Source: an optimization exercise on an open RTL-to-GDS flow (aim: small area and a short achievable clock period). Production flows keep margins and buffers that such runs may drop.
Function was checked by simulation only, so behaviour that the tests miss may differ from the original.
Power is estimated from default activity; no workload was simulated.

==> design.v <==
module sqrt_stage
#(
    parameter integer DATA_W = 16,
    parameter integer STAGE  = 1
)
(
    input               clk,
    input  [DATA_W-1:0] data_i,
    input   [STAGE-1:0] rem_i,
    input   [STAGE-1:0] res_i,
    input               vld_i,
    output [DATA_W-1:0] data_o,
    output    [STAGE:0] rem_o,
    output    [STAGE:0] res_o,
    output              vld_o
);
    wire [STAGE+1:0] w_A = { rem_i, data_i[DATA_W-1:DATA_W-2] };
    wire [STAGE+1:0] w_B = { res_i, 2'b01 };
    wire [STAGE+1:0] w_diff = w_A - w_B;
    reg [DATA_W-1:0] r_data;  
    reg    [STAGE:0] r_rem;   
    reg    [STAGE:0] r_res;   
    reg              r_vld;   
    always@(posedge clk) begin
        if (vld_i) begin
            r_data <= { data_i[DATA_W-3:0], 2'b00 };
            if (w_diff[STAGE+1]) begin
                r_rem <=  w_A[STAGE:0];
                r_res <= { res_i, 1'b0 };
            end
            else begin
                r_rem <= w_diff[STAGE:0];
                r_res <= { res_i, 1'b1 };
            end
        end
        r_vld <= vld_i;
    end
    assign data_o = r_data;
    assign rem_o  = r_rem;
    assign res_o  = r_res;
    assign vld_o  = r_vld;
endmodule
module sqrt_16s
#(
    parameter [15:0] OFFSET = 16'h0000
)
(
    input         clk,
    input  [15:0] data_i,
    input         vld_i,
    output [15:0] data_o,
    output        vld_o
);
wire [31:0] w_data_p0 = { data_i, OFFSET };
wire [31:0] w_data_p1;
wire  [1:0] w_rem_p1;
wire  [1:0] w_res_p1;
wire        w_vld_p1;
sqrt_stage
#(
    .DATA_W (32),
    .STAGE  (1)
)
U_sqrt_p1
(
    .clk    (clk),
    .data_i (w_data_p0),
    .rem_i  (1'b0),
    .res_i  (1'b0),
    .vld_i  (vld_i),
    .data_o (w_data_p1),
    .rem_o  (w_rem_p1),
    .res_o  (w_res_p1),
    .vld_o  (w_vld_p1)
);
wire [31:0] w_data_p2;
wire  [2:0] w_rem_p2;
wire  [2:0] w_res_p2;
wire        w_vld_p2;
sqrt_stage
#(
    .DATA_W (32),
    .STAGE  (2)
)
U_sqrt_p2
(
    .clk    (clk),
    .data_i (w_data_p1),
    .rem_i  (w_rem_p1),
    .res_i  (w_res_p1),
    .vld_i  (w_vld_p1),
    .data_o (w_data_p2),
    .rem_o  (w_rem_p2),
    .res_o  (w_res_p2),
    .vld_o  (w_vld_p2)
);
wire [31:0] w_data_p3;
wire  [3:0] w_rem_p3;
wire  [3:0] w_res_p3;
wire        w_vld_p3;
sqrt_stage
#(
    .DATA_W (32),
    .STAGE  (3)
)
U_sqrt_p3
(
    .clk    (clk),
    .data_i (w_data_p2),
    .rem_i  (w_rem_p2),
    .res_i  (w_res_p2),
    .vld_i  (w_vld_p2),
    .data_o (w_data_p3),
    .rem_o  (w_rem_p3),
    .res_o  (w_res_p3),
    .vld_o  (w_vld_p3)
);
wire [31:0] w_data_p4;
wire  [4:0] w_rem_p4;
wire  [4:0] w_res_p4;
wire        w_vld_p4;
sqrt_stage
#(
    .DATA_W (32),
    .STAGE  (4)
)
U_sqrt_p4
(
    .clk    (clk),
    .data_i (w_data_p3),
    .rem_i  (w_rem_p3),
    .res_i  (w_res_p3),
    .vld_i  (w_vld_p3),
    .data_o (w_data_p4),
    .rem_o  (w_rem_p4),
    .res_o  (w_res_p4),
    .vld_o  (w_vld_p4)
);
wire [31:0] w_data_p5;
wire  [5:0] w_rem_p5;
wire  [5:0] w_res_p5;
wire        w_vld_p5;
sqrt_stage
#(
    .DATA_W (32),
    .STAGE  (5)
)
U_sqrt_p5
(
    .clk    (clk),
    .data_i (w_data_p4),
    .rem_i  (w_rem_p4),
    .res_i  (w_res_p4),
    .vld_i  (w_vld_p4),
    .data_o (w_data_p5),
    .rem_o  (w_rem_p5),
    .res_o  (w_res_p5),
    .vld_o  (w_vld_p5)
);
wire [31:0] w_data_p6;
wire  [6:0] w_rem_p6;
wire  [6:0] w_res_p6;
wire        w_vld_p6;
sqrt_stage
#(
    .DATA_W (32),
    .STAGE  (6)
)
U_sqrt_p6
(
    .clk    (clk),
    .data_i (w_data_p5),
    .rem_i  (w_rem_p5),
    .res_i  (w_res_p5),
    .vld_i  (w_vld_p5),
    .data_o (w_data_p6),
    .rem_o  (w_rem_p6),
    .res_o  (w_res_p6),
    .vld_o  (w_vld_p6)
);
wire [31:0] w_data_p7;
wire  [7:0] w_rem_p7;
wire  [7:0] w_res_p7;
wire        w_vld_p7;
sqrt_stage
#(
    .DATA_W (32),
    .STAGE  (7)
)
U_sqrt_p7
(
    .clk    (clk),
    .data_i (w_data_p6),
    .rem_i  (w_rem_p6),
    .res_i  (w_res_p6),
    .vld_i  (w_vld_p6),
    .data_o (w_data_p7),
    .rem_o  (w_rem_p7),
    .res_o  (w_res_p7),
    .vld_o  (w_vld_p7)
);
wire [31:0] w_data_p8;
wire  [8:0] w_rem_p8;
wire  [8:0] w_res_p8;
wire        w_vld_p8;
sqrt_stage
#(
    .DATA_W (32),
    .STAGE  (8)
)
U_sqrt_p8
(
    .clk    (clk),
    .data_i (w_data_p7),
    .rem_i  (w_rem_p7),
    .res_i  (w_res_p7),
    .vld_i  (w_vld_p7),
    .data_o (w_data_p8),
    .rem_o  (w_rem_p8),
    .res_o  (w_res_p8),
    .vld_o  (w_vld_p8)
);
wire [31:0] w_data_p9;
wire  [9:0] w_rem_p9;
wire  [9:0] w_res_p9;
wire        w_vld_p9;
sqrt_stage
#(
    .DATA_W (32),
    .STAGE  (9)
)
U_sqrt_p9
(
    .clk    (clk),
    .data_i (w_data_p8),
    .rem_i  (w_rem_p8),
    .res_i  (w_res_p8),
    .vld_i  (w_vld_p8),
    .data_o (w_data_p9),
    .rem_o  (w_rem_p9),
    .res_o  (w_res_p9),
    .vld_o  (w_vld_p9)
);
wire [31:0] w_data_p10;
wire [10:0] w_rem_p10;
wire [10:0] w_res_p10;
wire        w_vld_p10;
sqrt_stage
#(
    .DATA_W (32),
    .STAGE  (10)
)
U_sqrt_p10
(
    .clk    (clk),
    .data_i (w_data_p9),
    .rem_i  (w_rem_p9),
    .res_i  (w_res_p9),
    .vld_i  (w_vld_p9),
    .data_o (w_data_p10),
    .rem_o  (w_rem_p10),
    .res_o  (w_res_p10),
    .vld_o  (w_vld_p10)
);
wire [31:0] w_data_p11;
wire [11:0] w_rem_p11;
wire [11:0] w_res_p11;
wire        w_vld_p11;
sqrt_stage
#(
    .DATA_W (32),
    .STAGE  (11)
)
U_sqrt_p11
(
    .clk    (clk),
    .data_i (w_data_p10),
    .rem_i  (w_rem_p10),
    .res_i  (w_res_p10),
    .vld_i  (w_vld_p10),
    .data_o (w_data_p11),
    .rem_o  (w_rem_p11),
    .res_o  (w_res_p11),
    .vld_o  (w_vld_p11)
);
wire [31:0] w_data_p12;
wire [12:0] w_rem_p12;
wire [12:0] w_res_p12;
wire        w_vld_p12;
sqrt_stage
#(
    .DATA_W (32),
    .STAGE  (12)
)
U_sqrt_p12
(
    .clk    (clk),
    .data_i (w_data_p11),
    .rem_i  (w_rem_p11),
    .res_i  (w_res_p11),
    .vld_i  (w_vld_p11),
    .data_o (w_data_p12),
    .rem_o  (w_rem_p12),
    .res_o  (w_res_p12),
    .vld_o  (w_vld_p12)
);
wire [31:0] w_data_p13;
wire [13:0] w_rem_p13;
wire [13:0] w_res_p13;
wire        w_vld_p13;
sqrt_stage
#(
    .DATA_W (32),
    .STAGE  (13)
)
U_sqrt_p13
(
    .clk    (clk),
    .data_i (w_data_p12),
    .rem_i  (w_rem_p12),
    .res_i  (w_res_p12),
    .vld_i  (w_vld_p12),
    .data_o (w_data_p13),
    .rem_o  (w_rem_p13),
    .res_o  (w_res_p13),
    .vld_o  (w_vld_p13)
);
wire [31:0] w_data_p14;
wire [14:0] w_rem_p14;
wire [14:0] w_res_p14;
wire        w_vld_p14;
sqrt_stage
#(
    .DATA_W (32),
    .STAGE  (14)
)
U_sqrt_p14
(
    .clk    (clk),
    .data_i (w_data_p13),
    .rem_i  (w_rem_p13),
    .res_i  (w_res_p13),
    .vld_i  (w_vld_p13),
    .data_o (w_data_p14),
    .rem_o  (w_rem_p14),
    .res_o  (w_res_p14),
    .vld_o  (w_vld_p14)
);
wire [31:0] w_data_p15;
wire [15:0] w_rem_p15;
wire [15:0] w_res_p15;
wire        w_vld_p15;
sqrt_stage
#(
    .DATA_W (32),
    .STAGE  (15)
)
U_sqrt_p15
(
    .clk    (clk),
    .data_i (w_data_p14),
    .rem_i  (w_rem_p14),
    .res_i  (w_res_p14),
    .vld_i  (w_vld_p14),
    .data_o (w_data_p15),
    .rem_o  (w_rem_p15),
    .res_o  (w_res_p15),
    .vld_o  (w_vld_p15)
);
/*verilator lint_off UNUSED*/
wire [31:0] w_data_p16;
wire [16:0] w_rem_p16;
wire [16:0] w_res_p16;
wire        w_vld_p16;
/*verilator lint_on UNUSED*/
sqrt_stage
#(
    .DATA_W (32),
    .STAGE  (16)
)
U_sqrt_p16
(
    .clk    (clk),
    .data_i (w_data_p15),
    .rem_i  (w_rem_p15),
    .res_i  (w_res_p15),
    .vld_i  (w_vld_p15),
    .data_o (w_data_p16),
    .rem_o  (w_rem_p16),
    .res_o  (w_res_p16),
    .vld_o  (w_vld_p16)
);
assign data_o = w_res_p16[15:0];
assign vld_o  = w_vld_p16;
endmodule
==> run.sh <==
#!/bin/bash
# synth_recipe.tcl (not shown) runs the flow's synth.tcl, then flattens the netlist and writes it again
# the make line also repeats each setting of config.mk as NAME=value (left out here)
make -C /OpenROAD-flow-scripts/flow DESIGN_CONFIG=/design/flow/config.mk WORK_HOME=/design/flow/orfs CLKGATE_MAP_FILE= SYNTH_SCRIPT=/design/flow/synth_recipe.tcl finish
==> config.mk <==
export PLATFORM = sky130hd
export DESIGN_NAME = sqrt_16s
export DESIGN_NICKNAME = sqrt_16s
export VERILOG_FILES = /design/flow/design.v
export SDC_FILE = /design/flow/constraint.sdc
export NUM_CORES = 4
export LEC_CHECK = 0
export CAP_MARGIN = 20
export CORE_MARGIN = 2
export CORE_UTILIZATION = 40
export SLEW_MARGIN = 20
==> constraint.sdc <==
create_clock -name core_clock -period 3.0 [get_ports {clk}]
set_input_delay 0.6000 -clock core_clock [delete_from_list [all_inputs] [get_ports {clk}]]
set_output_delay 0.6000 -clock core_clock [all_outputs]
set_load 0.01 [all_outputs]
==> reports/qor.yml <==
status:
  status: "finished clean"
synth:
  synth_xor_area_share_pct: 4.55
  synth_edf_count: 320
  synth_area_leader_cell: "edfxtp_1"
  synthSimpleGateAreaFrac_pct: 6.40
  synth_compound_area_share_pct: 9.33
  ys_ff_latch: 336
  synth.distinct_cells: 68
  synth_flop_cell: "edfxtp_1"
  synthMuxAreaShare_pct: 7.44
  syn-cell-area_mm2: 0.0171
  ys_top_cells_by_count: "320 x edfxtp_1, 167 x inv_1, 126 x ha_1"
  async_reset_ff_share_pct: 0
  yosys.cell_count.top_type: "edfxtp_1"
  syn_avg_cell_area_um2: 13.2
  synth-adder-area-share_pct: 10.0
  ys_warn_count: 16
  yosys-top-cells-area: "edfxtp_1 56%, ha_1 9.2%, mux2_2 5.6%"
  synth_top_family_by_area: "adder cells"
  syn_nets: 1448
  yosysTopAreaCellShare_pct: 56.2
  syn_inst: 1297
  yosysSeqAreaShare_pct: 58.1
sta:
  rsz0062_at_grt: "yes"
  setup_ws_ps: 95.9
  fin_setup_tns_ps: 0
  fin_crit_ps: 2900
  worst_slew_pin_slew_ps: 1010
  setup_viol: 0
  skew_ps: 9.14
  hold_viol_final: 0
  fin_crit_sh_pct: 96.8
  whs_ps: 416
  maxSlewViolCount: 0
  relSlewSlack_pct: 32.8
  max_freq_mhz: 344
floorplanning:
  ios: 35
  start_util_pct: 40.7
  die_width_um: 211
  die_h_um: 211
  dieArea_mm2: 0.0444
  core_mm2: 0.0420
  fp-row-count: 75
setup_path:
  critPathCaptureType: "flop"
  startpoint_type: "flop"
  required_ps: 3290
  crit_fanout: 3
  crit_type: "reg2reg"
  max_stage_delay_ps: 440
  slowest_stage: "or4_4"
  cp.arrival_ps: 3190
  cp_cell_sequence: "ha_2, fa_2, a211oi_2, o21bai_1, or4_4, a221oi_4, xnor2_2, buf_4, mux2_4"
routing:
  drt_first_pass_iters: 5
  wl_per_cell_um: 14.9
  vias: 9851
  vias_per_cell: 5.05
  ant_nets: 0
  first_iter_violations: 424
  wl_um: 29100
  drcViolationCount: 0
clock_tree:
  cts_buffers: 37
  cts_hold_buf: 0
  cts.clk_slew.worst_paths_ps: 60
  cts_htree_levels: 2
  cts_buffer_depth: 3
  clock_sinks: 336
  cts_tree: "yes"
  cts_root_buf: "clkbuf_16"
  clk_latency_ps: 540
grt:
  antenna_found_initial: 0
  gr-total-overflow: 0
  grt_usage_pct: 13.6
  grt_max_degree: 32
  grt_pass1_vias: 10200
  grt_pass1_wl_um: 49100
cells_and_area:
  fin_area_mm2: 0.0195
  syn_to_final_growth_pct: 13.8
  drive_gt1_share_pct: 14.0
  post-route-util_pct: 46.3
  num_antenna_cells: 0
  fin_nets: 1535
placed_design:
  place_area_mm2: 0.0182
  hpwlAfterDp_um: 21600
  dp_slack_ps: 5.81
  gp_congestion: 0.820
  portBuffers: 34
job:
  drv_cap: 0
power_and_ir_drop:
  peakVddDrop_mv: 0.549
  p_per_area_mw_per_mm2: 1250
  power_leakage_nw: 7.75
min_path:
  hp-class: "reg2reg"
final timing paths:
check | start | to | slack, ps | cells after the start
max | U_sqrt_p10.r_rem[0]$_SDFFCE_PP0P_ | U_sqrt_p11.r_rem[9]$_DFFE_PP_ | 100 | 9
min | U_sqrt_p1.r_data[28]$_DFFE_PP_ | U_sqrt_p2.r_data[30]$_DFFE_PP_ | 420 | 0
max reg2reg | U_sqrt_p10.r_rem[0]$_SDFFCE_PP0P_ | U_sqrt_p11.r_rem[9]$_DFFE_PP_ | 100 | 9
min reg2reg | U_sqrt_p1.r_data[28]$_DFFE_PP_ | U_sqrt_p2.r_data[30]$_DFFE_PP_ | 420 | 0
registers in the layout, summed over array words and instances (netlist names), 11 cells and up:
name,count
U_sqrt_p1.r_data,14
U_sqrt_p11.r_rem,11
U_sqrt_p11.r_res,11
U_sqrt_p12.r_rem,12
U_sqrt_p12.r_res,12
U_sqrt_p13.r_rem,13
U_sqrt_p13.r_res,13
U_sqrt_p14.r_rem,14
U_sqrt_p14.r_res,14
U_sqrt_p15.r_rem,15
U_sqrt_p15.r_res,15
U_sqrt_p16.r_res,16
U_sqrt_p2.r_data,12
per-layer routing:
layer | up-vias | wire (um) | global-route usage, %
li1 | 4948 | - | -
met1 | 4687 | 12800 | 16.4
met2 | 154 | 14400 | 24.2
met3 | 62 | 980 | 2.68
met4 | 0 | 851 | 5.17
met5 | - | 0 | 0
critical path, delay by kind of cell, from the launching register on:
family                   cells  cell delay [ps]
XOR/XNOR                     1              200
AO/OA/AOI/OAI                3              590
adder cells (fa/ha/maj)      2              560
buffers and inverters        1              180
multiplexers                 1              290
flip-flops                   1              390
AND/OR/NAND/NOR              1              440
power by group:
part           total [mW]  internal, mW  switching [mW]
clock                4.34          2.51            1.82
combinational        11.6          6.01            5.58
sequential           8.32          7.45           0.869
logic make-up after synthesis:
logic type / after synthesis
AO/OA/AOI/OAI: 230
flip-flops: 336
adder cells (fa/ha/maj): 133
XOR/XNOR: 88
buffers and inverters: 182
multiplexers: 112
AND/OR/NAND/NOR: 216
stage by stage:
step / cells / power (mW)
5_1_grt: 1951 / 26.2
4_1_cts: 1948 / 24.4
2_1_floorplan: 1297 / 17.2
6_report: 1951 / 24.3
3_5_place_dp: 1881 / 19.9
3_3_place_gp: 1881 / 19.7
area by class of cell:
| type | count | area, um^2 |
|---|---|---|
| Clock inverter | 17 | 188 |
| Tap cell | 539 | 674 |
| Timing Repair Buffer | 60 | 548 |
| Inverter | 170 | 641 |
| Fill cell | 3761 | 22600 |
| Sequential cell | 336 | 9930 |
| Clock buffer | 50 | 985 |
| Multi-Input combinational cell | 779 | 6490 |
what timing repair did:
action | 4_1_cts | 5_1_grt
buffers inserted | 0 | 3
pin swaps | 0 | 6
resized for setup | 1 | 6
endpoints found under the setup margin | 13 | 35
cells in the final DEF, fill, tap and decap left out, types with 4 or more instances in the layout:
| cell type | count |
|---|---|
| o21bai_1 | 6 |
| dfxtp_1 | 15 |
| clkbuf_16 | 37 |
| ha_1 | 125 |
| a21boi_0 | 4 |
| inv_1 | 167 |
| nor2b_1 | 20 |
| fa_1 | 6 |
| nand4_1 | 4 |
| clkinv_1 | 4 |
| buf_4 | 25 |
| mux2_4 | 9 |
| a21o_1 | 25 |
| o21a_1 | 23 |
| o2111ai_1 | 6 |
| a21oi_1 | 50 |
| o311a_1 | 5 |
| mux2i_1 | 18 |
| nand2b_1 | 12 |
| o211ai_1 | 11 |
| or3_1 | 5 |
| nand2_1 | 39 |
| mux2_2 | 85 |
| a31oi_1 | 8 |
| a211oi_1 | 8 |
| and3_1 | 7 |
| nor2_1 | 62 |
| o21ai_0 | 45 |
| edfxtp_1 | 320 |
| nand3b_1 | 4 |
| nand3_1 | 17 |
| nor3_1 | 22 |
| clkbuf_1 | 12 |
| o41ai_1 | 5 |
| xor2_1 | 14 |
| clkdlybuf4s50_1 | 34 |
| xnor2_1 | 72 |
| clkinv_2 | 6 |

static timing again, ports no longer ideal:
How much do the figures lean on ideal ports? The routed layout below was timed once more, with nothing changed but the port constraints. Step 1 assumes that a clkbuf_16 drives the clock port and a buf_2 every other input. Step 2 adds t to the input delays and takes it off the output delays; t is the mean of the earliest and latest rising clock arrival at the registers after step 1. Input paths then give back, and output paths get back, about the clock's delay inside the block. Three values: no drivers, after step 1, after step 2; two values: the first two.
shift t [ns]: 0.589
slack for setup (ns): 0.096 / 0.096 / 0.096
hold WS [ns]: 0.416 / 0.416 / 0.416
worst slew at a driven data input, ns: 0.03
After both steps this run still meets setup and hold. For this run, drivers alone change the setup slack by 0.000 ns; drivers and shift together by 0.000 ns.
